Source: an optimization exercise on an open RTL-to-GDS flow (aim: small area). Production flows keep margins and buffers that such runs may drop.
The RTL was checked by simulation tests, not by an equivalence proof against the original design.
No activity file was given, so power comes from the tool's default toggle rates.

==> flow/design.v <==
module top(y, x, c0, c1, c2, clk, rst);
input clk;
input rst;
input [7:0] x;
input [7:0] c0;
input [7:0] c1;
input [7:0] c2;
output [15:0] y;
reg [7:0] xd;
reg [7:0] c0d;
reg [15:0] s2q;
wire [7:0] xg;
wire [7:0] xdg;
wire rstn = ~rst;
and_cell ug0 (.a(x[0]), .b(rstn), .y(xg[0]));
and_cell ugd0 (.a(xd[0]), .b(rstn), .y(xdg[0]));
and_cell ug1 (.a(x[1]), .b(rstn), .y(xg[1]));
and_cell ugd1 (.a(xd[1]), .b(rstn), .y(xdg[1]));
and_cell ug2 (.a(x[2]), .b(rstn), .y(xg[2]));
and_cell ugd2 (.a(xd[2]), .b(rstn), .y(xdg[2]));
and_cell ug3 (.a(x[3]), .b(rstn), .y(xg[3]));
and_cell ugd3 (.a(xd[3]), .b(rstn), .y(xdg[3]));
and_cell ug4 (.a(x[4]), .b(rstn), .y(xg[4]));
and_cell ugd4 (.a(xd[4]), .b(rstn), .y(xdg[4]));
and_cell ug5 (.a(x[5]), .b(rstn), .y(xg[5]));
and_cell ugd5 (.a(xd[5]), .b(rstn), .y(xdg[5]));
and_cell ug6 (.a(x[6]), .b(rstn), .y(xg[6]));
and_cell ugd6 (.a(xd[6]), .b(rstn), .y(xdg[6]));
and_cell ug7 (.a(x[7]), .b(rstn), .y(xg[7]));
and_cell ugd7 (.a(xd[7]), .b(rstn), .y(xdg[7]));
wire [15:0] s2n;
wire p1;
wire p2;
wire p3;
wire p4;
wire p5;
wire p6;
wire p7;
wire p8;
wire p9;
wire p10;
wire p11;
wire p12;
wire p13;
wire p14;
wire p15;
wire p16;
wire p17;
wire p18;
wire p19;
wire p20;
wire p21;
wire p22;
wire p23;
wire p24;
wire p25;
wire p26;
wire p27;
wire p28;
wire p29;
wire p30;
wire p31;
wire p32;
wire p33;
wire p34;
wire p35;
wire p36;
wire p37;
wire p38;
wire p39;
wire p40;
wire p41;
wire p42;
wire p43;
wire p44;
wire p45;
wire p46;
wire p47;
wire p48;
wire p49;
wire p50;
wire p51;
wire p52;
wire p53;
wire p54;
wire p55;
wire p56;
wire p57;
wire p58;
wire p59;
wire p60;
wire p61;
wire p62;
wire p63;
wire p64;
wire p65;
wire p66;
wire p67;
wire p68;
wire p69;
wire p70;
wire p71;
wire p72;
wire p73;
wire p74;
wire p75;
wire p76;
wire p77;
wire p78;
wire p79;
wire p80;
wire p81;
wire p82;
wire p83;
wire p84;
wire p85;
wire p86;
wire p87;
wire p88;
wire p89;
wire p90;
wire p91;
wire p92;
wire p93;
wire p94;
wire p95;
wire p96;
wire p97;
wire p98;
wire p99;
wire p100;
wire p101;
wire p102;
wire p103;
wire p104;
wire p105;
wire p106;
wire p107;
wire p108;
wire p109;
wire p110;
wire p111;
wire p112;
wire p113;
wire p114;
wire p115;
wire p116;
wire p117;
wire p118;
wire p119;
wire p120;
wire p121;
wire p122;
wire p123;
wire p124;
wire p125;
wire p126;
wire p127;
wire p128;
wire s129;
wire c130;
wire s131;
wire c132;
wire s133;
wire c134;
wire s135;
wire c136;
wire s137;
wire c138;
wire s139;
wire c140;
wire s141;
wire c142;
wire s143;
wire c144;
wire s145;
wire c146;
wire s147;
wire c148;
wire s149;
wire c150;
wire s151;
wire c152;
wire s153;
wire c154;
wire s155;
wire c156;
wire s157;
wire c158;
wire s159;
wire c160;
wire s161;
wire c162;
wire s163;
wire c164;
wire s165;
wire c166;
wire s167;
wire c168;
wire s169;
wire c170;
wire s171;
wire c172;
wire s173;
wire c174;
wire s175;
wire c176;
wire s177;
wire c178;
wire s179;
wire c180;
wire s181;
wire c182;
wire s183;
wire c184;
wire s185;
wire c186;
wire s187;
wire c188;
wire s189;
wire c190;
wire s191;
wire c192;
wire s193;
wire c194;
wire s195;
wire c196;
wire s197;
wire c198;
wire s199;
wire c200;
wire s201;
wire c202;
wire s203;
wire c204;
wire s205;
wire c206;
wire s207;
wire c208;
wire s209;
wire c210;
wire s211;
wire c212;
wire s213;
wire c214;
wire s215;
wire c216;
wire s217;
wire c218;
wire s219;
wire c220;
wire s221;
wire c222;
wire s223;
wire c224;
wire s225;
wire c226;
wire s227;
wire c228;
wire s229;
wire c230;
wire s231;
wire c232;
wire s233;
wire c234;
wire s235;
wire c236;
wire s237;
wire c238;
wire s239;
wire c240;
wire s241;
wire c242;
wire s243;
wire c244;
wire s245;
wire c246;
wire s247;
wire c248;
wire s249;
wire c250;
wire s251;
wire c252;
wire s253;
wire c254;
wire s255;
wire c256;
wire s257;
wire c258;
wire s259;
wire c260;
wire s261;
wire c262;
wire s263;
wire c264;
wire s265;
wire c266;
wire s267;
wire c268;
wire s269;
wire c270;
wire s271;
wire c272;
wire s273;
wire c274;
wire s275;
wire c276;
wire s277;
wire c278;
wire s279;
wire c280;
wire s281;
wire c282;
wire s283;
wire c284;
wire s285;
wire c286;
wire s287;
wire c288;
wire s289;
wire c290;
wire s291;
wire c292;
wire s293;
wire c294;
wire s295;
wire c296;
wire s297;
wire c298;
wire s299;
wire c300;
wire s301;
wire c302;
wire s303;
wire c304;
wire s305;
wire c306;
wire s307;
wire c308;
wire s309;
wire c310;
wire s311;
wire c312;
wire s313;
wire c314;
wire s315;
wire c316;
wire s317;
wire c318;
wire s319;
wire c320;
wire s321;
wire c322;
wire s323;
wire c324;
wire s325;
wire c326;
wire s327;
wire c328;
wire s329;
wire c330;
wire s331;
wire c332;
wire s333;
wire c334;
wire s335;
wire c336;
wire s337;
wire c338;
wire s339;
wire c340;
wire s341;
wire c342;
wire s343;
wire c344;
wire s345;
wire c346;
wire s347;
wire c348;
wire s349;
wire c350;
wire s351;
wire c352;
wire s353;
wire c354;
wire s355;
wire c356;
wire s357;
wire c358;
wire s359;
wire c360;
wire s361;
wire c362;
wire s363;
wire c364;
wire s365;
wire c366;
wire x367;
wire x368;
wire p369;
wire p370;
wire p371;
wire p372;
wire p373;
wire p374;
wire p375;
wire p376;
wire p377;
wire p378;
wire p379;
wire p380;
wire p381;
wire p382;
wire p383;
wire p384;
wire p385;
wire p386;
wire p387;
wire p388;
wire p389;
wire p390;
wire p391;
wire p392;
wire p393;
wire p394;
wire p395;
wire p396;
wire p397;
wire p398;
wire p399;
wire p400;
wire p401;
wire p402;
wire p403;
wire p404;
wire p405;
wire p406;
wire p407;
wire p408;
wire p409;
wire p410;
wire p411;
wire p412;
wire p413;
wire p414;
wire p415;
wire p416;
wire p417;
wire p418;
wire p419;
wire p420;
wire p421;
wire p422;
wire p423;
wire p424;
wire p425;
wire p426;
wire p427;
wire p428;
wire p429;
wire p430;
wire p431;
wire p432;
wire s433;
wire c434;
wire n435;
wire s436;
wire c437;
wire s438;
wire c439;
wire n440;
wire s441;
wire c442;
wire s443;
wire c444;
wire s445;
wire c446;
wire s447;
wire c448;
wire s449;
wire c450;
wire s451;
wire c452;
wire s453;
wire c454;
wire s455;
wire c456;
wire s457;
wire c458;
wire s459;
wire c460;
wire s461;
wire c462;
wire s463;
wire c464;
wire s465;
wire c466;
wire s467;
wire c468;
wire s469;
wire c470;
wire s471;
wire c472;
wire s473;
wire c474;
wire s475;
wire c476;
wire s477;
wire c478;
wire s479;
wire c480;
wire s481;
wire c482;
wire s483;
wire c484;
wire s485;
wire c486;
wire s487;
wire c488;
wire s489;
wire c490;
wire s491;
wire c492;
wire s493;
wire c494;
wire s495;
wire c496;
wire s497;
wire c498;
wire s499;
wire c500;
wire s501;
wire c502;
wire s503;
wire c504;
wire s505;
wire c506;
wire s507;
wire c508;
wire s509;
wire c510;
wire s511;
wire c512;
wire s513;
wire c514;
wire s515;
wire c516;
wire s517;
wire c518;
wire s519;
wire c520;
wire s521;
wire c522;
wire s523;
wire c524;
wire s525;
wire c526;
wire s527;
wire c528;
wire s529;
wire c530;
wire s531;
wire c532;
wire s533;
wire c534;
wire s535;
wire c536;
wire n537;
wire s538;
wire c539;
wire s540;
wire c541;
wire s542;
wire c543;
wire s544;
wire c545;
wire s546;
wire c547;
wire s548;
wire c549;
wire s550;
wire c551;
wire s552;
wire c553;
wire s554;
wire c555;
wire s556;
wire c557;
wire s558;
wire c559;
wire s560;
wire c561;
wire s562;
wire c563;
wire s564;
wire c565;
wire s566;
wire c567;
wire s568;
wire c569;
wire s570;
wire c571;
wire s572;
wire c573;
wire s574;
wire c575;
wire s576;
wire c577;
wire x578;
wire x579;
wire [5:0] t580;
wire y581;
wire y582;
wire y583;
wire y584;
wire y585;
wire y586;
nand_cell u1 (.a(xdg[0]), .b(c0d[0]), .y(p1));
nand_cell u2 (.a(xdg[0]), .b(c0d[1]), .y(p2));
nand_cell u3 (.a(xdg[0]), .b(c0d[2]), .y(p3));
nand_cell u4 (.a(xdg[0]), .b(c0d[3]), .y(p4));
nand_cell u5 (.a(xdg[0]), .b(c0d[4]), .y(p5));
nand_cell u6 (.a(xdg[0]), .b(c0d[5]), .y(p6));
nand_cell u7 (.a(xdg[0]), .b(c0d[6]), .y(p7));
and_cell u8 (.a(xdg[0]), .b(c0d[7]), .y(p8));
nand_cell u9 (.a(xdg[1]), .b(c0d[0]), .y(p9));
nand_cell u10 (.a(xdg[1]), .b(c0d[1]), .y(p10));
nand_cell u11 (.a(xdg[1]), .b(c0d[2]), .y(p11));
nand_cell u12 (.a(xdg[1]), .b(c0d[3]), .y(p12));
nand_cell u13 (.a(xdg[1]), .b(c0d[4]), .y(p13));
nand_cell u14 (.a(xdg[1]), .b(c0d[5]), .y(p14));
nand_cell u15 (.a(xdg[1]), .b(c0d[6]), .y(p15));
and_cell u16 (.a(xdg[1]), .b(c0d[7]), .y(p16));
nand_cell u17 (.a(xdg[2]), .b(c0d[0]), .y(p17));
nand_cell u18 (.a(xdg[2]), .b(c0d[1]), .y(p18));
nand_cell u19 (.a(xdg[2]), .b(c0d[2]), .y(p19));
nand_cell u20 (.a(xdg[2]), .b(c0d[3]), .y(p20));
nand_cell u21 (.a(xdg[2]), .b(c0d[4]), .y(p21));
nand_cell u22 (.a(xdg[2]), .b(c0d[5]), .y(p22));
nand_cell u23 (.a(xdg[2]), .b(c0d[6]), .y(p23));
and_cell u24 (.a(xdg[2]), .b(c0d[7]), .y(p24));
nand_cell u25 (.a(xdg[3]), .b(c0d[0]), .y(p25));
nand_cell u26 (.a(xdg[3]), .b(c0d[1]), .y(p26));
nand_cell u27 (.a(xdg[3]), .b(c0d[2]), .y(p27));
nand_cell u28 (.a(xdg[3]), .b(c0d[3]), .y(p28));
nand_cell u29 (.a(xdg[3]), .b(c0d[4]), .y(p29));
nand_cell u30 (.a(xdg[3]), .b(c0d[5]), .y(p30));
nand_cell u31 (.a(xdg[3]), .b(c0d[6]), .y(p31));
and_cell u32 (.a(xdg[3]), .b(c0d[7]), .y(p32));
nand_cell u33 (.a(xdg[4]), .b(c0d[0]), .y(p33));
nand_cell u34 (.a(xdg[4]), .b(c0d[1]), .y(p34));
nand_cell u35 (.a(xdg[4]), .b(c0d[2]), .y(p35));
nand_cell u36 (.a(xdg[4]), .b(c0d[3]), .y(p36));
nand_cell u37 (.a(xdg[4]), .b(c0d[4]), .y(p37));
nand_cell u38 (.a(xdg[4]), .b(c0d[5]), .y(p38));
nand_cell u39 (.a(xdg[4]), .b(c0d[6]), .y(p39));
and_cell u40 (.a(xdg[4]), .b(c0d[7]), .y(p40));
nand_cell u41 (.a(xdg[5]), .b(c0d[0]), .y(p41));
nand_cell u42 (.a(xdg[5]), .b(c0d[1]), .y(p42));
nand_cell u43 (.a(xdg[5]), .b(c0d[2]), .y(p43));
nand_cell u44 (.a(xdg[5]), .b(c0d[3]), .y(p44));
nand_cell u45 (.a(xdg[5]), .b(c0d[4]), .y(p45));
nand_cell u46 (.a(xdg[5]), .b(c0d[5]), .y(p46));
nand_cell u47 (.a(xdg[5]), .b(c0d[6]), .y(p47));
and_cell u48 (.a(xdg[5]), .b(c0d[7]), .y(p48));
nand_cell u49 (.a(xdg[6]), .b(c0d[0]), .y(p49));
nand_cell u50 (.a(xdg[6]), .b(c0d[1]), .y(p50));
nand_cell u51 (.a(xdg[6]), .b(c0d[2]), .y(p51));
nand_cell u52 (.a(xdg[6]), .b(c0d[3]), .y(p52));
nand_cell u53 (.a(xdg[6]), .b(c0d[4]), .y(p53));
nand_cell u54 (.a(xdg[6]), .b(c0d[5]), .y(p54));
nand_cell u55 (.a(xdg[6]), .b(c0d[6]), .y(p55));
and_cell u56 (.a(xdg[6]), .b(c0d[7]), .y(p56));
and_cell u57 (.a(xdg[7]), .b(c0d[0]), .y(p57));
and_cell u58 (.a(xdg[7]), .b(c0d[1]), .y(p58));
and_cell u59 (.a(xdg[7]), .b(c0d[2]), .y(p59));
and_cell u60 (.a(xdg[7]), .b(c0d[3]), .y(p60));
and_cell u61 (.a(xdg[7]), .b(c0d[4]), .y(p61));
and_cell u62 (.a(xdg[7]), .b(c0d[5]), .y(p62));
and_cell u63 (.a(xdg[7]), .b(c0d[6]), .y(p63));
nand_cell u64 (.a(xdg[7]), .b(c0d[7]), .y(p64));
nand_cell u65 (.a(xg[0]), .b(c1[0]), .y(p65));
nand_cell u66 (.a(xg[0]), .b(c1[1]), .y(p66));
nand_cell u67 (.a(xg[0]), .b(c1[2]), .y(p67));
nand_cell u68 (.a(xg[0]), .b(c1[3]), .y(p68));
nand_cell u69 (.a(xg[0]), .b(c1[4]), .y(p69));
nand_cell u70 (.a(xg[0]), .b(c1[5]), .y(p70));
nand_cell u71 (.a(xg[0]), .b(c1[6]), .y(p71));
and_cell u72 (.a(xg[0]), .b(c1[7]), .y(p72));
nand_cell u73 (.a(xg[1]), .b(c1[0]), .y(p73));
nand_cell u74 (.a(xg[1]), .b(c1[1]), .y(p74));
nand_cell u75 (.a(xg[1]), .b(c1[2]), .y(p75));
nand_cell u76 (.a(xg[1]), .b(c1[3]), .y(p76));
nand_cell u77 (.a(xg[1]), .b(c1[4]), .y(p77));
nand_cell u78 (.a(xg[1]), .b(c1[5]), .y(p78));
nand_cell u79 (.a(xg[1]), .b(c1[6]), .y(p79));
and_cell u80 (.a(xg[1]), .b(c1[7]), .y(p80));
nand_cell u81 (.a(xg[2]), .b(c1[0]), .y(p81));
nand_cell u82 (.a(xg[2]), .b(c1[1]), .y(p82));
nand_cell u83 (.a(xg[2]), .b(c1[2]), .y(p83));
nand_cell u84 (.a(xg[2]), .b(c1[3]), .y(p84));
nand_cell u85 (.a(xg[2]), .b(c1[4]), .y(p85));
nand_cell u86 (.a(xg[2]), .b(c1[5]), .y(p86));
nand_cell u87 (.a(xg[2]), .b(c1[6]), .y(p87));
and_cell u88 (.a(xg[2]), .b(c1[7]), .y(p88));
nand_cell u89 (.a(xg[3]), .b(c1[0]), .y(p89));
nand_cell u90 (.a(xg[3]), .b(c1[1]), .y(p90));
nand_cell u91 (.a(xg[3]), .b(c1[2]), .y(p91));
nand_cell u92 (.a(xg[3]), .b(c1[3]), .y(p92));
nand_cell u93 (.a(xg[3]), .b(c1[4]), .y(p93));
nand_cell u94 (.a(xg[3]), .b(c1[5]), .y(p94));
nand_cell u95 (.a(xg[3]), .b(c1[6]), .y(p95));
and_cell u96 (.a(xg[3]), .b(c1[7]), .y(p96));
nand_cell u97 (.a(xg[4]), .b(c1[0]), .y(p97));
nand_cell u98 (.a(xg[4]), .b(c1[1]), .y(p98));
nand_cell u99 (.a(xg[4]), .b(c1[2]), .y(p99));
nand_cell u100 (.a(xg[4]), .b(c1[3]), .y(p100));
nand_cell u101 (.a(xg[4]), .b(c1[4]), .y(p101));
nand_cell u102 (.a(xg[4]), .b(c1[5]), .y(p102));
nand_cell u103 (.a(xg[4]), .b(c1[6]), .y(p103));
and_cell u104 (.a(xg[4]), .b(c1[7]), .y(p104));
nand_cell u105 (.a(xg[5]), .b(c1[0]), .y(p105));
nand_cell u106 (.a(xg[5]), .b(c1[1]), .y(p106));
nand_cell u107 (.a(xg[5]), .b(c1[2]), .y(p107));
nand_cell u108 (.a(xg[5]), .b(c1[3]), .y(p108));
nand_cell u109 (.a(xg[5]), .b(c1[4]), .y(p109));
nand_cell u110 (.a(xg[5]), .b(c1[5]), .y(p110));
nand_cell u111 (.a(xg[5]), .b(c1[6]), .y(p111));
and_cell u112 (.a(xg[5]), .b(c1[7]), .y(p112));
nand_cell u113 (.a(xg[6]), .b(c1[0]), .y(p113));
nand_cell u114 (.a(xg[6]), .b(c1[1]), .y(p114));
nand_cell u115 (.a(xg[6]), .b(c1[2]), .y(p115));
nand_cell u116 (.a(xg[6]), .b(c1[3]), .y(p116));
nand_cell u117 (.a(xg[6]), .b(c1[4]), .y(p117));
nand_cell u118 (.a(xg[6]), .b(c1[5]), .y(p118));
nand_cell u119 (.a(xg[6]), .b(c1[6]), .y(p119));
and_cell u120 (.a(xg[6]), .b(c1[7]), .y(p120));
and_cell u121 (.a(xg[7]), .b(c1[0]), .y(p121));
and_cell u122 (.a(xg[7]), .b(c1[1]), .y(p122));
and_cell u123 (.a(xg[7]), .b(c1[2]), .y(p123));
and_cell u124 (.a(xg[7]), .b(c1[3]), .y(p124));
and_cell u125 (.a(xg[7]), .b(c1[4]), .y(p125));
and_cell u126 (.a(xg[7]), .b(c1[5]), .y(p126));
and_cell u127 (.a(xg[7]), .b(c1[6]), .y(p127));
nand_cell u128 (.a(xg[7]), .b(c1[7]), .y(p128));
ha_cell u130 (.a(p1), .b(p65), .s(s129), .co(c130));
fa_cell u132 (.a(p2), .b(p9), .c(p66), .s(s131), .co(c132));
fa_cell u134 (.a(p73), .b(c130), .c(s131), .s(s133), .co(c134));
ha_cell u136 (.a(p3), .b(p10), .s(s135), .co(c136));
fa_cell u138 (.a(p17), .b(p67), .c(p74), .s(s137), .co(c138));
fa_cell u140 (.a(p81), .b(s135), .c(c132), .s(s139), .co(c140));
fa_cell u142 (.a(s137), .b(c134), .c(s139), .s(s141), .co(c142));
ha_cell u144 (.a(p4), .b(p11), .s(s143), .co(c144));
fa_cell u146 (.a(p18), .b(p25), .c(p68), .s(s145), .co(c146));
fa_cell u148 (.a(p75), .b(p82), .c(p89), .s(s147), .co(c148));
fa_cell u150 (.a(c136), .b(s143), .c(c138), .s(s149), .co(c150));
fa_cell u152 (.a(s145), .b(s147), .c(c140), .s(s151), .co(c152));
fa_cell u154 (.a(s149), .b(s151), .c(c142), .s(s153), .co(c154));
ha_cell u156 (.a(p5), .b(p12), .s(s155), .co(c156));
fa_cell u158 (.a(p19), .b(p26), .c(p33), .s(s157), .co(c158));
fa_cell u160 (.a(p69), .b(p76), .c(p83), .s(s159), .co(c160));
fa_cell u162 (.a(p90), .b(p97), .c(c144), .s(s161), .co(c162));
fa_cell u164 (.a(s155), .b(c146), .c(c148), .s(s163), .co(c164));
fa_cell u166 (.a(s157), .b(s159), .c(s161), .s(s165), .co(c166));
fa_cell u168 (.a(c150), .b(s163), .c(s165), .s(s167), .co(c168));
fa_cell u170 (.a(c152), .b(s167), .c(c154), .s(s169), .co(c170));
ha_cell u172 (.a(p6), .b(p13), .s(s171), .co(c172));
fa_cell u174 (.a(p20), .b(p27), .c(p34), .s(s173), .co(c174));
fa_cell u176 (.a(p41), .b(p70), .c(p77), .s(s175), .co(c176));
fa_cell u178 (.a(p84), .b(p91), .c(p98), .s(s177), .co(c178));
fa_cell u180 (.a(p105), .b(c156), .c(s171), .s(s179), .co(c180));
fa_cell u182 (.a(c158), .b(c160), .c(s173), .s(s181), .co(c182));
fa_cell u184 (.a(s175), .b(s177), .c(c162), .s(s183), .co(c184));
fa_cell u186 (.a(s179), .b(c164), .c(s181), .s(s185), .co(c186));
fa_cell u188 (.a(c166), .b(s183), .c(s185), .s(s187), .co(c188));
fa_cell u190 (.a(c168), .b(s187), .c(c170), .s(s189), .co(c190));
ha_cell u192 (.a(p7), .b(p14), .s(s191), .co(c192));
fa_cell u194 (.a(p21), .b(p28), .c(p35), .s(s193), .co(c194));
fa_cell u196 (.a(p42), .b(p49), .c(p71), .s(s195), .co(c196));
fa_cell u198 (.a(p78), .b(p85), .c(p92), .s(s197), .co(c198));
fa_cell u200 (.a(p99), .b(p106), .c(p113), .s(s199), .co(c200));
fa_cell u202 (.a(c172), .b(s191), .c(c174), .s(s201), .co(c202));
fa_cell u204 (.a(c176), .b(c178), .c(s193), .s(s203), .co(c204));
fa_cell u206 (.a(s195), .b(s197), .c(s199), .s(s205), .co(c206));
fa_cell u208 (.a(c180), .b(c182), .c(s201), .s(s207), .co(c208));
fa_cell u210 (.a(s203), .b(s205), .c(c184), .s(s209), .co(c210));
fa_cell u212 (.a(c186), .b(s207), .c(s209), .s(s211), .co(c212));
fa_cell u214 (.a(c188), .b(s211), .c(c190), .s(s213), .co(c214));
ha_cell u216 (.a(p8), .b(p15), .s(s215), .co(c216));
fa_cell u218 (.a(p22), .b(p29), .c(p36), .s(s217), .co(c218));
fa_cell u220 (.a(p43), .b(p50), .c(p57), .s(s219), .co(c220));
fa_cell u222 (.a(p72), .b(p79), .c(p86), .s(s221), .co(c222));
fa_cell u224 (.a(p93), .b(p100), .c(p107), .s(s223), .co(c224));
fa_cell u226 (.a(p114), .b(p121), .c(c192), .s(s225), .co(c226));
fa_cell u228 (.a(s215), .b(c194), .c(c196), .s(s227), .co(c228));
fa_cell u230 (.a(c198), .b(c200), .c(s217), .s(s229), .co(c230));
fa_cell u232 (.a(s219), .b(s221), .c(s223), .s(s231), .co(c232));
fa_cell u234 (.a(s225), .b(c202), .c(c204), .s(s233), .co(c234));
fa_cell u236 (.a(s227), .b(c206), .c(s229), .s(s235), .co(c236));
fa_cell u238 (.a(s231), .b(c208), .c(s233), .s(s237), .co(c238));
fa_cell u240 (.a(s235), .b(c210), .c(s237), .s(s239), .co(c240));
fa_cell u242 (.a(c212), .b(s239), .c(c214), .s(s241), .co(c242));
fa_cell u244 (.a(p16), .b(p23), .c(p30), .s(s243), .co(c244));
fa_cell u246 (.a(p37), .b(p44), .c(p51), .s(s245), .co(c246));
fa_cell u248 (.a(p58), .b(p80), .c(p87), .s(s247), .co(c248));
fa_cell u250 (.a(p94), .b(p101), .c(p108), .s(s249), .co(c250));
fa_cell u252 (.a(p115), .b(p122), .c(c216), .s(s251), .co(c252));
fa_cell u254 (.a(c218), .b(c220), .c(c222), .s(s253), .co(c254));
fa_cell u256 (.a(c224), .b(s243), .c(s245), .s(s255), .co(c256));
fa_cell u258 (.a(s247), .b(s249), .c(c226), .s(s257), .co(c258));
fa_cell u260 (.a(s251), .b(c228), .c(c230), .s(s259), .co(c260));
fa_cell u262 (.a(s253), .b(c232), .c(s255), .s(s261), .co(c262));
fa_cell u264 (.a(s257), .b(c234), .c(c236), .s(s263), .co(c264));
fa_cell u266 (.a(s259), .b(s261), .c(c238), .s(s265), .co(c266));
fa_cell u268 (.a(s263), .b(c240), .c(s265), .s(s267), .co(c268));
g_xnor u270 (.a(s267), .b(c242), .y(s269));
g_or u270c (.a(s267), .b(c242), .y(c270));
ha_cell u272 (.a(p24), .b(p31), .s(s271), .co(c272));
fa_cell u274 (.a(p38), .b(p45), .c(p52), .s(s273), .co(c274));
fa_cell u276 (.a(p59), .b(p88), .c(p95), .s(s275), .co(c276));
fa_cell u278 (.a(p102), .b(p109), .c(p116), .s(s277), .co(c278));
fa_cell u280 (.a(p123), .b(s271), .c(c244), .s(s279), .co(c280));
fa_cell u282 (.a(c246), .b(c248), .c(c250), .s(s281), .co(c282));
fa_cell u284 (.a(s273), .b(s275), .c(s277), .s(s283), .co(c284));
fa_cell u286 (.a(c252), .b(c254), .c(s279), .s(s285), .co(c286));
fa_cell u288 (.a(s281), .b(c256), .c(s283), .s(s287), .co(c288));
fa_cell u290 (.a(c258), .b(c260), .c(c262), .s(s289), .co(c290));
fa_cell u292 (.a(s285), .b(s287), .c(c264), .s(s291), .co(c292));
fa_cell u294 (.a(s289), .b(c266), .c(s291), .s(s293), .co(c294));
fa_cell u296 (.a(c268), .b(s293), .c(c270), .s(s295), .co(c296));
fa_cell u298 (.a(p32), .b(p39), .c(p46), .s(s297), .co(c298));
fa_cell u300 (.a(p53), .b(p60), .c(p96), .s(s299), .co(c300));
fa_cell u302 (.a(p103), .b(p110), .c(p117), .s(s301), .co(c302));
fa_cell u304 (.a(p124), .b(c272), .c(c274), .s(s303), .co(c304));
fa_cell u306 (.a(c276), .b(c278), .c(s297), .s(s305), .co(c306));
fa_cell u308 (.a(s299), .b(s301), .c(c280), .s(s307), .co(c308));
fa_cell u310 (.a(c282), .b(s303), .c(c284), .s(s309), .co(c310));
fa_cell u312 (.a(s305), .b(s307), .c(c286), .s(s311), .co(c312));
fa_cell u314 (.a(c288), .b(s309), .c(c290), .s(s313), .co(c314));
fa_cell u316 (.a(s311), .b(c292), .c(s313), .s(s315), .co(c316));
fa_cell u318 (.a(c294), .b(s315), .c(c296), .s(s317), .co(c318));
fa_cell u320 (.a(p40), .b(p47), .c(p54), .s(s319), .co(c320));
fa_cell u322 (.a(p61), .b(p104), .c(p111), .s(s321), .co(c322));
fa_cell u324 (.a(p118), .b(p125), .c(c298), .s(s323), .co(c324));
fa_cell u326 (.a(c300), .b(c302), .c(s319), .s(s325), .co(c326));
fa_cell u328 (.a(s321), .b(c304), .c(c306), .s(s327), .co(c328));
fa_cell u330 (.a(s323), .b(s325), .c(c308), .s(s329), .co(c330));
fa_cell u332 (.a(c310), .b(s327), .c(s329), .s(s331), .co(c332));
fa_cell u334 (.a(c312), .b(c314), .c(s331), .s(s333), .co(c334));
fa_cell u336 (.a(c316), .b(s333), .c(c318), .s(s335), .co(c336));
fa_cell u338 (.a(p48), .b(p55), .c(p62), .s(s337), .co(c338));
fa_cell u340 (.a(p112), .b(p119), .c(p126), .s(s339), .co(c340));
fa_cell u342 (.a(c320), .b(c322), .c(s337), .s(s341), .co(c342));
fa_cell u344 (.a(s339), .b(c324), .c(c326), .s(s343), .co(c344));
fa_cell u346 (.a(s341), .b(c328), .c(s343), .s(s345), .co(c346));
fa_cell u348 (.a(c330), .b(s345), .c(c332), .s(s347), .co(c348));
fa_cell u350 (.a(s347), .b(c334), .c(c336), .s(s349), .co(c350));
fa_cell u352 (.a(p56), .b(p63), .c(p120), .s(s351), .co(c352));
fa_cell u354 (.a(p127), .b(c338), .c(c340), .s(s353), .co(c354));
fa_cell u356 (.a(s351), .b(c342), .c(s353), .s(s355), .co(c356));
fa_cell u358 (.a(c344), .b(s355), .c(c346), .s(s357), .co(c358));
fa_cell u360 (.a(s357), .b(c348), .c(c350), .s(s359), .co(c360));
fa_cell u362 (.a(p64), .b(p128), .c(c352), .s(s361), .co(c362));
fa_cell u364 (.a(c354), .b(s361), .c(c356), .s(s363), .co(c364));
fa_cell u366 (.a(s363), .b(c358), .c(c360), .s(s365), .co(c366));
assign x367 = c362 ^ c364;
assign x368 = x367 ^ c366;
nand_cell u369 (.a(x[0]), .b(c2[0]), .y(p369));
nand_cell u370 (.a(x[0]), .b(c2[1]), .y(p370));
nand_cell u371 (.a(x[0]), .b(c2[2]), .y(p371));
nand_cell u372 (.a(x[0]), .b(c2[3]), .y(p372));
nand_cell u373 (.a(x[0]), .b(c2[4]), .y(p373));
nand_cell u374 (.a(x[0]), .b(c2[5]), .y(p374));
nand_cell u375 (.a(x[0]), .b(c2[6]), .y(p375));
and_cell u376 (.a(x[0]), .b(c2[7]), .y(p376));
nand_cell u377 (.a(x[1]), .b(c2[0]), .y(p377));
nand_cell u378 (.a(x[1]), .b(c2[1]), .y(p378));
nand_cell u379 (.a(x[1]), .b(c2[2]), .y(p379));
nand_cell u380 (.a(x[1]), .b(c2[3]), .y(p380));
nand_cell u381 (.a(x[1]), .b(c2[4]), .y(p381));
nand_cell u382 (.a(x[1]), .b(c2[5]), .y(p382));
nand_cell u383 (.a(x[1]), .b(c2[6]), .y(p383));
and_cell u384 (.a(x[1]), .b(c2[7]), .y(p384));
nand_cell u385 (.a(x[2]), .b(c2[0]), .y(p385));
nand_cell u386 (.a(x[2]), .b(c2[1]), .y(p386));
nand_cell u387 (.a(x[2]), .b(c2[2]), .y(p387));
nand_cell u388 (.a(x[2]), .b(c2[3]), .y(p388));
nand_cell u389 (.a(x[2]), .b(c2[4]), .y(p389));
nand_cell u390 (.a(x[2]), .b(c2[5]), .y(p390));
nand_cell u391 (.a(x[2]), .b(c2[6]), .y(p391));
and_cell u392 (.a(x[2]), .b(c2[7]), .y(p392));
nand_cell u393 (.a(x[3]), .b(c2[0]), .y(p393));
nand_cell u394 (.a(x[3]), .b(c2[1]), .y(p394));
nand_cell u395 (.a(x[3]), .b(c2[2]), .y(p395));
nand_cell u396 (.a(x[3]), .b(c2[3]), .y(p396));
nand_cell u397 (.a(x[3]), .b(c2[4]), .y(p397));
nand_cell u398 (.a(x[3]), .b(c2[5]), .y(p398));
nand_cell u399 (.a(x[3]), .b(c2[6]), .y(p399));
and_cell u400 (.a(x[3]), .b(c2[7]), .y(p400));
nand_cell u401 (.a(x[4]), .b(c2[0]), .y(p401));
nand_cell u402 (.a(x[4]), .b(c2[1]), .y(p402));
nand_cell u403 (.a(x[4]), .b(c2[2]), .y(p403));
nand_cell u404 (.a(x[4]), .b(c2[3]), .y(p404));
nand_cell u405 (.a(x[4]), .b(c2[4]), .y(p405));
nand_cell u406 (.a(x[4]), .b(c2[5]), .y(p406));
nand_cell u407 (.a(x[4]), .b(c2[6]), .y(p407));
and_cell u408 (.a(x[4]), .b(c2[7]), .y(p408));
nand_cell u409 (.a(x[5]), .b(c2[0]), .y(p409));
nand_cell u410 (.a(x[5]), .b(c2[1]), .y(p410));
nand_cell u411 (.a(x[5]), .b(c2[2]), .y(p411));
nand_cell u412 (.a(x[5]), .b(c2[3]), .y(p412));
nand_cell u413 (.a(x[5]), .b(c2[4]), .y(p413));
nand_cell u414 (.a(x[5]), .b(c2[5]), .y(p414));
nand_cell u415 (.a(x[5]), .b(c2[6]), .y(p415));
and_cell u416 (.a(x[5]), .b(c2[7]), .y(p416));
nand_cell u417 (.a(x[6]), .b(c2[0]), .y(p417));
nand_cell u418 (.a(x[6]), .b(c2[1]), .y(p418));
nand_cell u419 (.a(x[6]), .b(c2[2]), .y(p419));
nand_cell u420 (.a(x[6]), .b(c2[3]), .y(p420));
nand_cell u421 (.a(x[6]), .b(c2[4]), .y(p421));
nand_cell u422 (.a(x[6]), .b(c2[5]), .y(p422));
nand_cell u423 (.a(x[6]), .b(c2[6]), .y(p423));
and_cell u424 (.a(x[6]), .b(c2[7]), .y(p424));
and_cell u425 (.a(x[7]), .b(c2[0]), .y(p425));
and_cell u426 (.a(x[7]), .b(c2[1]), .y(p426));
and_cell u427 (.a(x[7]), .b(c2[2]), .y(p427));
and_cell u428 (.a(x[7]), .b(c2[3]), .y(p428));
and_cell u429 (.a(x[7]), .b(c2[4]), .y(p429));
and_cell u430 (.a(x[7]), .b(c2[5]), .y(p430));
and_cell u431 (.a(x[7]), .b(c2[6]), .y(p431));
nand_cell u432 (.a(x[7]), .b(c2[7]), .y(p432));
ha_cell u434 (.a(s2q[0]), .b(p369), .s(s433), .co(c434));
assign n435 = ~s433;
ha_cell u437 (.a(s2q[1]), .b(p370), .s(s436), .co(c437));
fa_cell u439 (.a(p377), .b(c434), .c(s436), .s(s438), .co(c439));
assign n440 = ~s438;
fa_cell u442 (.a(s2q[2]), .b(p371), .c(p378), .s(s441), .co(c442));
fa_cell u444 (.a(p385), .b(c437), .c(s441), .s(s443), .co(c444));
g_xor u446 (.a(c439), .b(s443), .y(s445));
g_or u446c (.a(c439), .b(s443), .y(c446));
fa_cell u448 (.a(s2q[3]), .b(p372), .c(p379), .s(s447), .co(c448));
fa_cell u450 (.a(p386), .b(p393), .c(c442), .s(s449), .co(c450));
fa_cell u452 (.a(s447), .b(c444), .c(s449), .s(s451), .co(c452));
g_xor u454 (.a(c446), .b(s451), .y(s453));
g_or u454c (.a(c446), .b(s451), .y(c454));
fa_cell u456 (.a(s2q[4]), .b(p373), .c(p380), .s(s455), .co(c456));
fa_cell u458 (.a(p387), .b(p394), .c(p401), .s(s457), .co(c458));
fa_cell u460 (.a(c448), .b(s455), .c(s457), .s(s459), .co(c460));
fa_cell u462 (.a(c450), .b(s459), .c(c452), .s(s461), .co(c462));
g_xor u464 (.a(c454), .b(s461), .y(s463));
g_or u464c (.a(c454), .b(s461), .y(c464));
fa_cell u466 (.a(s2q[5]), .b(p374), .c(p381), .s(s465), .co(c466));
fa_cell u468 (.a(p388), .b(p395), .c(p402), .s(s467), .co(c468));
fa_cell u470 (.a(p409), .b(c456), .c(c458), .s(s469), .co(c470));
fa_cell u472 (.a(s465), .b(s467), .c(s469), .s(s471), .co(c472));
fa_cell u474 (.a(c460), .b(s471), .c(c462), .s(s473), .co(c474));
g_xor u476 (.a(c464), .b(s473), .y(s475));
g_or u476c (.a(c464), .b(s473), .y(c476));
fa_cell u478 (.a(s2q[6]), .b(p375), .c(p382), .s(s477), .co(c478));
fa_cell u480 (.a(p389), .b(p396), .c(p403), .s(s479), .co(c480));
fa_cell u482 (.a(p410), .b(p417), .c(c466), .s(s481), .co(c482));
fa_cell u484 (.a(c468), .b(s477), .c(s479), .s(s483), .co(c484));
fa_cell u486 (.a(c470), .b(s481), .c(s483), .s(s485), .co(c486));
fa_cell u488 (.a(c472), .b(s485), .c(c474), .s(s487), .co(c488));
g_xor u490 (.a(c476), .b(s487), .y(s489));
g_or u490c (.a(c476), .b(s487), .y(c490));
fa_cell u492 (.a(s2q[7]), .b(p376), .c(p383), .s(s491), .co(c492));
fa_cell u494 (.a(p390), .b(p397), .c(p404), .s(s493), .co(c494));
fa_cell u496 (.a(p411), .b(p418), .c(p425), .s(s495), .co(c496));
fa_cell u498 (.a(c478), .b(c480), .c(s491), .s(s497), .co(c498));
fa_cell u500 (.a(s493), .b(s495), .c(c482), .s(s499), .co(c500));
fa_cell u502 (.a(c484), .b(s497), .c(s499), .s(s501), .co(c502));
fa_cell u504 (.a(c486), .b(s501), .c(c488), .s(s503), .co(c504));
g_xor u506 (.a(c490), .b(s503), .y(s505));
g_or u506c (.a(c490), .b(s503), .y(c506));
fa_cell u508 (.a(s2q[8]), .b(p384), .c(p391), .s(s507), .co(c508));
fa_cell u510 (.a(p398), .b(p405), .c(p412), .s(s509), .co(c510));
fa_cell u512 (.a(p419), .b(p426), .c(c492), .s(s511), .co(c512));
fa_cell u514 (.a(c494), .b(c496), .c(s507), .s(s513), .co(c514));
fa_cell u516 (.a(s509), .b(c498), .c(s511), .s(s515), .co(c516));
fa_cell u518 (.a(s513), .b(c500), .c(s515), .s(s517), .co(c518));
fa_cell u520 (.a(c502), .b(s517), .c(c504), .s(s519), .co(c520));
g_xor u522 (.a(c506), .b(s519), .y(s521));
g_or u522c (.a(c506), .b(s519), .y(c522));
fa_cell u524 (.a(s2q[9]), .b(p392), .c(p399), .s(s523), .co(c524));
fa_cell u526 (.a(p406), .b(p413), .c(p420), .s(s525), .co(c526));
fa_cell u528 (.a(p427), .b(c508), .c(c510), .s(s527), .co(c528));
fa_cell u530 (.a(s523), .b(s525), .c(c512), .s(s529), .co(c530));
fa_cell u532 (.a(c514), .b(s527), .c(s529), .s(s531), .co(c532));
fa_cell u534 (.a(c516), .b(s531), .c(c518), .s(s533), .co(c534));
fa_cell u536 (.a(s533), .b(c520), .c(c522), .s(s535), .co(c536));
assign n537 = ~s535;
fa_cell u539 (.a(s2q[10]), .b(p400), .c(p407), .s(s538), .co(c539));
fa_cell u541 (.a(p414), .b(p421), .c(p428), .s(s540), .co(c541));
fa_cell u543 (.a(c524), .b(c526), .c(s538), .s(s542), .co(c543));
fa_cell u545 (.a(s540), .b(c528), .c(s542), .s(s544), .co(c545));
fa_cell u547 (.a(c530), .b(s544), .c(c532), .s(s546), .co(c547));
g_xnor u549 (.a(s546), .b(c534), .y(s548));
g_or u549c (.a(s546), .b(c534), .y(c549));
fa_cell u551 (.a(s2q[11]), .b(p408), .c(p415), .s(s550), .co(c551));
fa_cell u553 (.a(p422), .b(p429), .c(c539), .s(s552), .co(c553));
fa_cell u555 (.a(c541), .b(s550), .c(c543), .s(s554), .co(c555));
fa_cell u557 (.a(s552), .b(c545), .c(s554), .s(s556), .co(c557));
fa_cell u559 (.a(s556), .b(c547), .c(c549), .s(s558), .co(c559));
fa_cell u561 (.a(s2q[12]), .b(p416), .c(p423), .s(s560), .co(c561));
fa_cell u563 (.a(p430), .b(c551), .c(s560), .s(s562), .co(c563));
fa_cell u565 (.a(c553), .b(s562), .c(c555), .s(s564), .co(c565));
fa_cell u567 (.a(s564), .b(c557), .c(c559), .s(s566), .co(c567));
fa_cell u569 (.a(s2q[13]), .b(p424), .c(p431), .s(s568), .co(c569));
fa_cell u571 (.a(c561), .b(s568), .c(c563), .s(s570), .co(c571));
fa_cell u573 (.a(s570), .b(c565), .c(c567), .s(s572), .co(c573));
fa_cell u575 (.a(s2q[14]), .b(p432), .c(c569), .s(s574), .co(c575));
fa_cell u577 (.a(s574), .b(c571), .c(c573), .s(s576), .co(c577));
assign x578 = s2q[15] ^ c575;
assign x579 = x578 ^ c577;
inc_and6 u580 (.a({~s576, ~s572, ~s566, ~s558, ~s548, ~c536}), .t(t580));
assign y581 = ~(s548 ^ t580[0]);
assign y582 = ~(s558 ^ t580[1]);
assign y583 = ~(s566 ^ t580[2]);
assign y584 = ~(s572 ^ t580[3]);
assign y585 = ~(s576 ^ t580[4]);
assign y586 = x579 ^ t580[5];
assign y[0] = n435;
assign s2n[0] = s129;
assign y[1] = n440;
assign s2n[1] = s133;
assign y[2] = s445;
assign s2n[2] = s141;
assign y[3] = s453;
assign s2n[3] = s153;
assign y[4] = s463;
assign s2n[4] = s169;
assign y[5] = s475;
assign s2n[5] = s189;
assign y[6] = s489;
assign s2n[6] = s213;
assign y[7] = s505;
assign s2n[7] = s241;
assign y[8] = s521;
assign s2n[8] = s269;
assign y[9] = n537;
assign s2n[9] = s295;
assign y[10] = y581;
assign s2n[10] = s317;
assign y[11] = y582;
assign s2n[11] = s335;
assign y[12] = y583;
assign s2n[12] = s349;
assign y[13] = y584;
assign s2n[13] = s359;
assign y[14] = y585;
assign s2n[14] = s365;
assign y[15] = y586;
assign s2n[15] = x368;
always @(posedge clk) begin
  xd <= xg;
  c0d <= c0;
  s2q <= s2n;
end
endmodule
module fa_cell(input a, input b, input c, output s, output co);
assign s = a ^ b ^ c;
assign co = (a & b) | (a & c) | (b & c);
endmodule
module ha_cell(input a, input b, output s, output co);
assign s = a ^ b;
assign co = a & b;
endmodule
module g_xor(input a, input b, output y);
assign y = a ^ b;
endmodule
module g_xnor(input a, input b, output y);
assign y = ~(a ^ b);
endmodule
module g_and(input a, input b, output y);
assign y = a & b;
endmodule
module g_nand(input a, input b, output y);
assign y = ~(a & b);
endmodule
module g_nor(input a, input b, output y);
assign y = ~(a | b);
endmodule
module g_or(input a, input b, output y);
assign y = a | b;
endmodule
module g_andn(input a, input b, output y);
assign y = a & ~b;
endmodule
module g_nandn(input a, input b, output y);
assign y = ~(a & ~b);
endmodule
module inc_and6(input [5:0] a, output [5:0] t);
genvar i;
assign t[0] = a[0];
generate for (i = 1; i < 6; i = i + 1) begin : g
  assign t[i] = &a[i:0];
end endgenerate
endmodule
module nand_cell(input a, input b, output y);
assign y = ~(a & b);
endmodule
module and_cell(input a, input b, output y);
assign y = a & b;
endmodule
module gate_cell(input a, input r, output y);
assign y = a & ~r;
endmodule
==> flow/flow/run.sh <==
#!/bin/bash
set -euo pipefail
export BUFFER_PORTS_ARGS="-buffer_cell sky130_fd_sc_hd__buf_1"
export CTS_ARGS="-buf_list sky130_fd_sc_hd__clkbuf_8 -sink_clustering_enable -sink_clustering_size 32 -sink_clustering_max_diameter 500 -dont_use_dummy_load -repair_clock_nets"
bash standard.sh > standard.log 2>&1
==> flow/standard.sh <==
#!/bin/bash
# synth_recipe.tcl (not shown) runs the flow's synth.tcl, then flattens the netlist and writes it again
# the make line also repeats each setting of config.mk as NAME=value (left out here)
make -C /OpenROAD-flow-scripts/flow DESIGN_CONFIG=/design/flow/config.mk WORK_HOME=/design/flow/orfs CLKGATE_MAP_FILE= SYNTH_SCRIPT=/design/flow/synth_recipe.tcl "${@:-finish}"
==> flow/config.mk <==
export PLATFORM = sky130hd
export DESIGN_NAME = top
export DESIGN_NICKNAME = top
export VERILOG_FILES = /design/flow/design.v
export SDC_FILE = /design/flow/constraint.sdc
export NUM_CORES = 4
export LEC_CHECK = 0
export CAP_MARGIN = 20
export CORE_MARGIN = 2
export CORE_UTILIZATION = 40
export CTS_BUF_LIST = sky130_fd_sc_hd__clkbuf_8
export SLEW_MARGIN = 20
export SYNTH_HIERARCHICAL = 1
export SYNTH_MINIMUM_KEEP_SIZE = 0
==> flow/constraint.sdc <==
create_clock -name core_clock -period 10.0 [get_ports {clk}]
set_input_delay 2.0000 -clock core_clock [delete_from_list [all_inputs] [get_ports {clk}]]
set_output_delay 2.0000 -clock core_clock [all_outputs]
set_load 0.01 [all_outputs]
==> results of run 1 <==
[cell usage in the layout (no fill, tap or decap)]
cell      count
ha_1         10
nand2_1     151
nand3_1       2
clkbuf_8      5
dfxtp_1      32
buf_1        49
and2_4        1
nor2_1        2
and3_2        1
xnor2_1      11
and3_1        1
and2_1       58
inv_1        10
or2_1         9
buf_4         7
xor2_1        8
fa_1        171
[layout make-up]
cell class | count | share of cell area [%]
repair buffers | 56 | 3.975
clock buffers | 5 | 1.157
multi-input cells | 425 | 79.68
inverters | 10 | 0.6309
flip-flops and latches | 32 | 10.77
well taps | 180 | 3.785
[worst paths after layout]
| check | from | to | slack, ns | cells past startpoint |
|---|---|---|---|---|
| max | x[0] | y[15] | 0.67 | 18 |
| min reg2reg | c0d[0] | s2q[0] | 0.71 | 2 |
| min | c0d[0] | s2q[0] | 0.71 | 2 |
| max reg2reg | xd[0] | s2q[15] | 2.86 | 19 |
[worst max-delay path, stage by stage]
cell	delay (ns)
buf_1	0.30
and2_1	0.21
fa_1	0.44
fa_1	0.42
fa_1	0.49
fa_1	0.41
fa_1	0.42
or2_1	0.26
fa_1	0.38
fa_1	0.38
fa_1	0.38
fa_1	0.48
inv_1	0.07
nand3_1	0.07
nor2_1	0.12
xor2_1	0.19
xnor2_1	0.13
buf_1	0.17
[modules after synthesis, one instance, submodules excluded]
module | cells | flip-flops and latches
nand_cell | 1 | 0
g_or | 1 | 0
ha_cell | 1 | 0
g_xor | 1 | 0
inc_and6 | 9 | 0
and_cell | 1 | 0
fa_cell | 1 | 0
top | 68 | 32
g_xnor | 1 | 0
[where the power goes]
group	internal (mW)	total (mW)	switching, mW	leakage [nW]
registers	0.174	0.200	0.0261	0.269
logic	0.756	1.64	0.888	1.69
clock network	0.0448	0.0892	0.0444	0.0359
total	0.975	1.93	0.958	2.00
[routing by layer]
metal	wire, um	part of all wire (%)	global-route usage (%)
met4	320	2.6	5.316
met5	0	0	0
met1	4794	39	23.94
met3	639	5.2	2.669
met2	6637	54	34.18
[flip-flops by register name (all words and copies together) (netlist names)]
register  count
c0d           8
xd            8
s2q          16
[metrics by stage]
stage          total power [mW]  hold WS, ns  utilization [%]
2_1_floorplan             1.826       0.5505                -
3_3_place_gp              1.865       0.6874            42.86
3_5_place_dp              1.891       0.6793            42.86
4_1_cts                   1.989       0.6938            43.37
5_1_grt                   2.229       0.7400            43.37
6_report                  1.933       0.7072            43.37
[cells by family after synthesis]
kind of cell | Yosys count | share of synthesized area, %
DFF | 32 | 11.55
buffers and inverters | 27 | 2.978
xor gates and xnor gates | 19 | 3.000
and+or+nand+nor | 225 | 18.50
adders and majority gates | 181 | 63.97
==> results.yml, run 1 <==
sta:
  worstMarginPinSlew_ns: 0.5125
  fin_crit_sh_pct: 93.33
  fin_crit_ns: 9.333
  maxSlewHeadroom_pct: 65.84
  max_freq_mhz: 107.1
  setup_viol: 0
  drv_slew: 0
  skew_ns: 0.01130
  tns_ns: 0
  finalHoldViolations: 0
  rsz0062_at_grt: "false"
  timing.final.ws_setup_ns: 0.6668
cells_and_area:
  nFillCells: 1337
  antenna_cells: 0
  regArea_um2: 640.6
  postLayoutCellArea_um2: 5949
  drive_gt1_share_pct: 2.652
  area_growth_pct: 7.264
  stdcell_count: 708
  nets: 745
  multi_input_area_um2: 4741
logic_synthesis:
  synth_area_per_cell_um2: 11.46
  netlist_area_um2: 5547
  synth-edff-count: 0
  yosysTopAreaCell: "fa_1"
  synth.distinct_cells: 15
  synthTopCellsByArea: "fa_1 (62%), dfxtp_1 (12%), nand2_1 (10%)"
  synth_most_common_cell: "fa_1"
  dominantRegCellSynth: "dfxtp_1"
  syn_inst: 484
  yosys.area.top_type_share_pct: 61.72
  yosys_warnings: 7
  ys_seq_elements: 32
  synth.top_cells.by_count: "fa_1 (171), nand2_1 (151), and2_1 (58)"
  seq_area_frac_synth_pct: 11.55
  async_flop_share_pct: 0
drt:
  dr_total_vias: 3503
  drt_wl_total_um: 12390
  drc: 0
  first_pass_iters: 4
  ant_nets: 0
  wl_per_cell_um: 17.50
  vias_per_cell: 4.948
  drt-initial-drc-count: 132
job:
  cap_violations: 0
critical_path:
  critPathMaxFanout: 9
  critPathCaptureType: "output port"
  start_kind: "primary input"
  crit_type: "primary input to output port"
  cp.required_ns: 8.00
  critPathArrivalTime_ns: 7.33
global_routing:
  grt_pass1_vias: 4234
  grt_max_degree: 17
  grt_pass1_wl_um: 21310
  antenna_found_initial: 0
  grt-ovfl-total: 0
  track_usage_pct: 19.00
clock_tree:
  cts.root.buffer_cell: "clkbuf_8"
  clkLatencyLatePin_ns: 0.29
  clk_path_buf_depth: 2
  cts-buffers-inserted: 5
  cts_setup_buffers: 0
  hold_buffers: 0
  cts_sinks: 32
  cts_max_level: 2
  clk_pin_slew_ns: 0.07
  cts_tree: "yes"
  ctsResizeCount: 0
pwr:
  p_leak_nw: 1.998
  p_per_area_nw_per_um2: 324.8
  ir_drop_v: 0.0001733
placed_design:
  dp_hpwl_um: 10360
  place_congestion: 0.9266
  portBuffers: 49
  dpl-instance-area_um2: 5881
  dpl.cell_count: 703
  dp_slack_ns: 0.6396
floorplan:
  die-area_um2: 14820
  pin_count: 50
  die_h_um: 121.8
  core_um2: 13720
  start_util_pct: 40.43
  die_w_um: 121.8
  num_rows: 43
hold_path:
  min_path_type: "register to register"
run_status:
  status: "no timing/DRC/antenna violations"
==> run 2, diff against run 1 <==
==> flow/flow/run.sh (replaced) <==
#!/bin/bash
set -euo pipefail
export BUFFER_PORTS_ARGS="-buffer_cell sky130_fd_sc_hd__buf_1"
export REMOVE_ABC_BUFFERS=1
export CTS_ARGS="-buf_list sky130_fd_sc_hd__clkbuf_8 -sink_clustering_enable -dont_use_dummy_load -repair_clock_nets"
bash standard.sh > standard.log 2>&1
--- a/flow/config.mk
+++ b/flow/config.mk
@@ -10,4 +10,5 @@
 export CORE_UTILIZATION = 40
 export CTS_BUF_LIST = sky130_fd_sc_hd__clkbuf_8
+export GPL_TIMING_DRIVEN = 0
 export SLEW_MARGIN = 20
 export SYNTH_HIERARCHICAL = 1
==> results.yml, run 2 <==
clock_tree:
  cts_setup_buffers: 0
  clkLatencyLatePin_ns: 0.28
  cts_max_level: 2
  ctsResizeCount: 0
  cts.root.buffer_cell: "clkbuf_8"
  clk_pin_slew_ns: 0.06
  cts_sinks: 32
  clk_path_buf_depth: 2
  hold_buffers: 0
  cts-buffers-inserted: 5
  cts_tree: "yes"
critical_path:
  critPathMaxFanout: 8
  critPathArrivalTime_ns: 7.37
  cpPeakStageDelay_ns: 0.49
  cp_cell_sequence: "buf_1, nand2_1, fa_1, fa_1, fa_1, fa_1, fa_1, fa_1, fa_1, fa_1, or2_1, fa_1, inv_1, nand3_1, nor2_1, xor2_1, xnor2_1, buf_1"
  cp.required_ns: 8.00
  crit_type: "primary input to output port"
  critPathCaptureType: "output port"
  critPathSlowestCell: "fa_1"
  start_kind: "primary input"
  worst-path-buf-inv: 3
  crit_top_cell: "fa_1"
  cpLargestDelayFamily: "adder cells"
global_routing:
  grt_pass1_wl_um: 20900
  grt-ovfl-total: 0
  grt_max_degree: 17
  antenna_found_initial: 0
  track_usage_pct: 18.58
  grt_pass1_vias: 4242
cells_and_area:
  drive_gt1_share_pct: 1.344
  stdcell_count: 701
  final_common_cell: "fa_1"
  area_growth_pct: 6.316
  top_register: "s2q"
  antenna_cells: 0
  postLayoutCellArea_um2: 5897
  largest_registers: "s2q (16), c0d (8), xd (8)"
  largest_reg_flops: 16
  nets: 738
  final_cell_mix: "fa_1 (171), nand2_1 (151), and2_1 (58)"
drt:
  first_pass_iters: 4
  vias_per_cell: 5.046
  wl_per_cell_um: 17.15
  ant_nets: 0
  drt-initial-drc-count: 195
  drt_wl_total_um: 12020
  dr_total_vias: 3537
  drc: 0
logic_synthesis:
  async_flop_share_pct: 0
  netlist_area_um2: 5547
  synth_area_per_cell_um2: 11.46
  ys_seq_elements: 32
  synth.top_cells.by_count: "fa_1 (171), nand2_1 (151), and2_1 (58)"
  seq_area_frac_synth_pct: 11.55
  yosys_warnings: 7
  synth.distinct_cells: 15
  synth-edff-count: 0
  synthTopCellsByArea: "fa_1 (62%), dfxtp_1 (12%), nand2_1 (10%)"
  syn_inst: 484
  yosysTopAreaCell: "fa_1"
  synth_most_common_cell: "fa_1"
  dominantRegCellSynth: "dfxtp_1"
  yosys.area.top_type_share_pct: 61.72
placed_design:
  dpl.cell_count: 696
  dp_hpwl_um: 9912
  dpl-instance-area_um2: 5828
  place_congestion: 0.8846
  portBuffers: 49
hold_path:
  min_path_type: "register to register"
run_status:
  status: "no timing/DRC/antenna violations"
sta:
  holdWs_ns: 0.7021
  worstMarginPinSlew_ns: 0.5683
  maxSlewHeadroom_pct: 62.11
  fin_crit_ns: 9.371
  tns_ns: 0
  max_freq_mhz: 106.7
  skew_ns: 0.01071
  rsz0062_at_grt: "false"
  setup_viol: 0
  fin_crit_sh_pct: 93.71
  drv_slew: 0
  finalHoldViolations: 0
pwr:
  p_per_area_nw_per_um2: 324.6
  p_sw_share_pct: 49.38
  p_int_mw: 0.9689
  p_comb_share_pct: 85.1
  ir_drop_v: 0.0002008
  p_seq_share_pct: 10.4
  p_leak_nw: 1.964
  clkPwrFrac_pct: 4.5
  finalPower_mw: 1.914
  power.switching_mw: 0.9450
floorplan:
  pin_count: 50
  core_um2: 13720
  die_w_um: 121.8
  die_h_um: 121.8
  die-area_um2: 14820
  start_util_pct: 40.43
  num_rows: 43
job:
  cap_violations: 0
## run 2: cell counts after synthesis
No cell type changed its count.
## run 2: cell type report
| class | instances | area [um2] |
|---|---|---|
| multi-input combinational | 425 | 4741 |
| clock buffer | 5 | 68.82 |
| sequential | 32 | 640.6 |
| timing repair buffer | 49 | 183.9 |
| tap | 180 | 225.2 |
| inverter | 10 | 37.54 |
| fill | 1305 | 7823 |
## run 2: per-stage QoR
| step | setup WS, ns | utilization (%) |
|---|---|---|
| floorplan | 1.283 | - |
| global placement | 0.5858 | 42.48 |
| detailed placement | 0.6099 | 42.48 |
| CTS | 0.5840 | 42.98 |
| global route | 0.2855 | 42.98 |
| finish | 0.6289 | 42.98 |
## run 2: worst paths after layout
kind                              from      end  slack [ns]  cells after the start
worst max-delay path             c2[2]    y[15]        0.63                     18
worst min register to register  c0d[0]   s2q[0]        0.70                      2
worst max register to register   xd[0]  s2q[15]        2.92                     19
worst min-delay path            c0d[0]   s2q[0]        0.70                      2
## run 2: power groups by stage
stage | clock network, mW | registers, mW | logic (mW)
5_1_grt | 0.0983 | 0.204 | 1.94
3_3_place_gp | 0 | 0.202 | 1.66
2_1_floorplan | 0 | 0.194 | 1.27
6_report | 0.0864 | 0.198 | 1.63
4_1_cts | 0.0910 | 0.200 | 1.68
3_5_place_dp | 0 | 0.202 | 1.67
## run 2: per-module statistics from Yosys (local to each module, per instance)
| module | flops+latches | copies in the design | cells | area, um2 |
|---|---|---|---|---|
| top | 32 | 1 | 68 | 885.8 |
| g_xor | 0 | 7 | 1 | 8.758 |
| g_xnor | 0 | 2 | 1 | 8.758 |
| inc_and6 | 0 | 1 | 9 | 51.30 |
| ha_cell | 0 | 10 | 1 | 12.51 |
| g_or | 0 | 9 | 1 | 6.256 |
| nand_cell | 0 | 150 | 1 | 3.754 |
| fa_cell | 0 | 171 | 1 | 20.02 |
| and_cell | 0 | 58 | 1 | 6.256 |
## run 2: tightest hold or removal path: stages, from the launching register on
cell and delay [ns]:
dfxtp_1 0.42, nand2_1 0.12, ha_1 0.12
## run 2: kinds of logic after synthesis
logic type               Yosys count  synth area share, %
adder cells (fa/ha/maj)          181                63.97
XOR/XNOR                          19                3.000
flip-flops                        32                11.55
AND/OR/NAND/NOR                  225                18.50
buffers and inverters             27                2.978
## run 2: metal layers
| metal | GRT usage, % | share of wire (%) |
|---|---|---|
| met3 | 2.903 | 6.8 |
| met4 | 6.034 | 2.4 |
| met5 | 0 | 0 |
| met1 | 23.40 | 38 |
| met2 | 32.82 | 53 |
==> run 3, diff against run 2 <==
--- a/flow/flow/run.sh
+++ b/flow/flow/run.sh
@@ -1,3 +1,10 @@
 #!/bin/bash
+# The standard layout (standard.sh: the standard synthesis and ORFS steps,
+# unchanged), with these environment settings for the ORFS steps:
+#  - the buffers that global placement puts on every input and output port are
+#    the platform's smallest buffer (buf_1) instead of the delay buffer that
+#    buffer_ports picks by default; the resizer may still upsize them;
+#  - clock tree synthesis uses clkbuf_8 and inserts no dummy loads.
+# All of ORFS's output goes to standard.log here and to orfs/logs/.
 set -euo pipefail
 export BUFFER_PORTS_ARGS="-buffer_cell sky130_fd_sc_hd__buf_1"
==> results.yml, run 3 <==
cells_and_area:
  antenna_cells: 0
  nets: 738
  largest_reg_flops: 16
  final_cell_mix: "fa_1 (171), nand2_1 (151), and2_1 (58)"
  largest_registers: "s2q (16), c0d (8), xd (8)"
  top_register: "s2q"
  final_common_cell: "fa_1"
  drive_gt1_share_pct: 1.344
  area_growth_pct: 6.316
  stdcell_count: 701
  nFillCells: 1305
sta:
  fin_crit_sh_pct: 93.71
  max_freq_mhz: 106.7
  finalHoldViolations: 0
  rsz0062_at_grt: "false"
  tns_ns: 0
  skew_ns: 0.01071
  setup_viol: 0
  drv_slew: 0
  fin_crit_ns: 9.371
  worstMarginPinSlew_ns: 0.5683
  maxSlewHeadroom_pct: 62.11
drt:
  wl_per_cell_um: 17.15
  drt-initial-drc-count: 195
  wl_met3_um: 819
  highest_layer: "met4"
  wl_met1_um: 4509
  dr_total_vias: 3537
  first_pass_iters: 4
  drt_wl_total_um: 12020
  wl_met2_um: 6403
  vias_per_cell: 5.046
  ant_nets: 0
  drc: 0
job:
  cap_violations: 0
hold_path:
  min_path_type: "register to register"
  min_from: "c0d[0]"
  worstHoldEndpoint: "s2q[0]"
  hold_depth: 2
global_routing:
  grt_pass1_vias: 4242
  antenna_found_initial: 0
  grt_pass1_wl_um: 20900
  track_usage_pct: 18.58
  grt-ovfl-total: 0
  grt_max_degree: 17
logic_synthesis:
  yosys_warnings: 7
  yosys.area.top_type_share_pct: 61.72
  syn_inst: 484
  yosysTopAreaCell: "fa_1"
  synth_most_common_cell: "fa_1"
  netlist_area_um2: 5547
  synth.distinct_cells: 15
  async_flop_share_pct: 0
  seq_area_frac_synth_pct: 11.55
  synth-edff-count: 0
  dominantRegCellSynth: "dfxtp_1"
  synthTopCellsByArea: "fa_1 (62%), dfxtp_1 (12%), nand2_1 (10%)"
  synth.top_cells.by_count: "fa_1 (171), nand2_1 (151), and2_1 (58)"
  ys_seq_elements: 32
  synth_area_per_cell_um2: 11.46
clock_tree:
  clk_pin_slew_ns: 0.06
  cts_setup_buffers: 0
  cts_sinks: 32
  cts.root.buffer_cell: "clkbuf_8"
  cts_tree: "yes"
  cts_max_level: 2
  clkLatencyLatePin_ns: 0.28
  cts-buffers-inserted: 5
  hold_buffers: 0
  ctsResizeCount: 0
  clk_path_buf_depth: 2
pwr:
  p_comb_share_pct: 85.1
  p_seq_share_pct: 10.4
  p_leak_nw: 1.964
  p_per_area_nw_per_um2: 324.6
  p_int_mw: 0.9689
  finalPower_mw: 1.914
  ir_drop_v: 0.0002008
  clkPwrFrac_pct: 4.5
  power.switching_mw: 0.9450
  p_sw_share_pct: 49.38
floorplan:
  die-area_um2: 14820
  die_h_um: 121.8
  core_um2: 13720
  die_w_um: 121.8
  num_rows: 43
  pin_count: 50
  start_util_pct: 40.43
placed_design:
  portBuffers: 49
  place_congestion: 0.8846
  dp_hpwl_um: 9912
  dpl.cell_count: 696
run_status:
  status: "no timing/DRC/antenna violations"
critical_path:
  critPathArrivalTime_ns: 7.37
  r2r_setup_slack_ns: 2.92
  r2r-end: "s2q[15]"
  r2r-start: "xd[0]"
  critPathCaptureType: "output port"
  crit_type: "primary input to output port"
  r2r_cells: 19
  cp.required_ns: 8.00
  critPathMaxFanout: 8
  start_kind: "primary input"
-- run 3: cell counts in the layout (fill, tap and decap cells not counted) --
Identical to the previous run, type by type.
-- run 3: critical path, stage by stage --
cell and delay (ns):
buf_1 0.33, nand2_1 0.13, fa_1 0.49, fa_1 0.41
fa_1 0.43, fa_1 0.39, fa_1 0.39, fa_1 0.39
fa_1 0.39, fa_1 0.46, or2_1 0.26, fa_1 0.37
inv_1 0.13, nand3_1 0.12, nor2_1 0.16, xor2_1 0.20
xnor2_1 0.14, buf_1 0.16
-- run 3: modules after synthesis, one instance, submodules excluded, excerpt --
module | cell area (um2) | cells inside | flip-flops and latches | times used
inc_and6 | 51.30 | 9 | 0 | 1
top | 885.8 | 68 | 32 | 1
and_cell | 6.256 | 1 | 0 | 58
fa_cell | 20.02 | 1 | 0 | 171
ha_cell | 12.51 | 1 | 0 | 10
g_or | 6.256 | 1 | 0 | 9
g_xnor | 8.758 | 1 | 0 | 2
g_xor | 8.758 | 1 | 0 | 7
-- run 3: kinds of logic after synthesis --
family                   after synthesis  share of synthesized area (%)
adder cells (fa/ha/maj)              181                          63.97
XOR/XNOR                              19                          3.000
buffers and inverters                 27                          2.978
AND/OR/NAND/NOR                      225                          18.50
flip-flops                            32                          11.55
-- run 3: through the flow --
stage	util [%]	instance area, um2	hold WS (ns)	worst slack, ns
4_1_cts	42.98	5897	0.7028	0.5840
2_1_floorplan	-	5419	0.5505	1.283
3_5_place_dp	42.48	5828	0.6798	0.6099
6_report	42.98	5897	0.7021	0.6289
3_3_place_gp	42.48	5828	0.6808	0.5858
5_1_grt	42.98	5897	0.7520	0.2855
-- run 3: power groups by stage --
stage / Sequential [mW] / Clock [mW] / Combinational [mW]
2_1_floorplan: 0.194 / 0 / 1.27
3_3_place_gp: 0.202 / 0 / 1.66
3_5_place_dp: 0.202 / 0 / 1.67
4_1_cts: 0.200 / 0.0910 / 1.68
5_1_grt: 0.204 / 0.0983 / 1.94
6_report: 0.198 / 0.0864 / 1.63
-- run 3: routing by layer --
layer | vias up | global-route usage (%)
li1 | 1515 | -
met1 | 1862 | 23.40
met2 | 138 | 32.82
met3 | 22 | 2.903
met4 | 0 | 6.034
met5 | - | 0
-- run 3: worst max path at each step --
stage | from | endpoint | slack, ns | cells after the start
2_1_floorplan | x[0] | y[15] | 1.28 | 16
3_3_place_gp | c2[2] | y[15] | 0.59 | 18
3_5_place_dp | x[2] | y[15] | 0.61 | 18
4_1_cts | c2[2] | y[15] | 0.58 | 18
5_1_grt | x[0] | y[15] | 0.29 | 18
6_report | c2[2] | y[15] | 0.63 | 18
-- run 3: layout make-up --
| cell class | instances | area, um2 | area share (%) |
|---|---|---|---|
| inverter | 10 | 37.54 | 0.6365 |
| tap | 180 | 225.2 | 3.819 |
| multi-input combinational | 425 | 4741 | 80.39 |
| clock buffer | 5 | 68.82 | 1.167 |
| sequential | 32 | 640.6 | 10.86 |
| timing repair buffer | 49 | 183.9 | 3.119 |

what the ideal ports hide:
In the flow no input, the clock included, has a driving cell. The finished layouts below were timed again as built, in two steps. Step 1 sets driving cells, clkbuf_16 on the clock port and buf_2 on the other inputs (assumed; they add their load-dependent delay and slew). Step 2 times the ports against the registers' clock, not the clock port: input delays grow and output delays shrink by t, the midpoint of the rising clock arrivals with the driver on. Three values: ideal, step 1, step 2; two values: the first two.
run | t, ns | setup WS [ns] | clock arrival spread, ns | worst register clock-pin slew, ns
run 1 | 0.309 | 0.667 / 0.640 / 0.640 | 0.013 / 0.012 | 0.07 / 0.07
run 2 | 0.310 | 0.629 / 0.601 / 0.601 | 0.011 / 0.011 | 0.06 / 0.06
run 3 | 0.310 | 0.629 / 0.601 / 0.601 | 0.011 / 0.011 | 0.06 / 0.06
After both steps setup and hold are still met in every run listed.
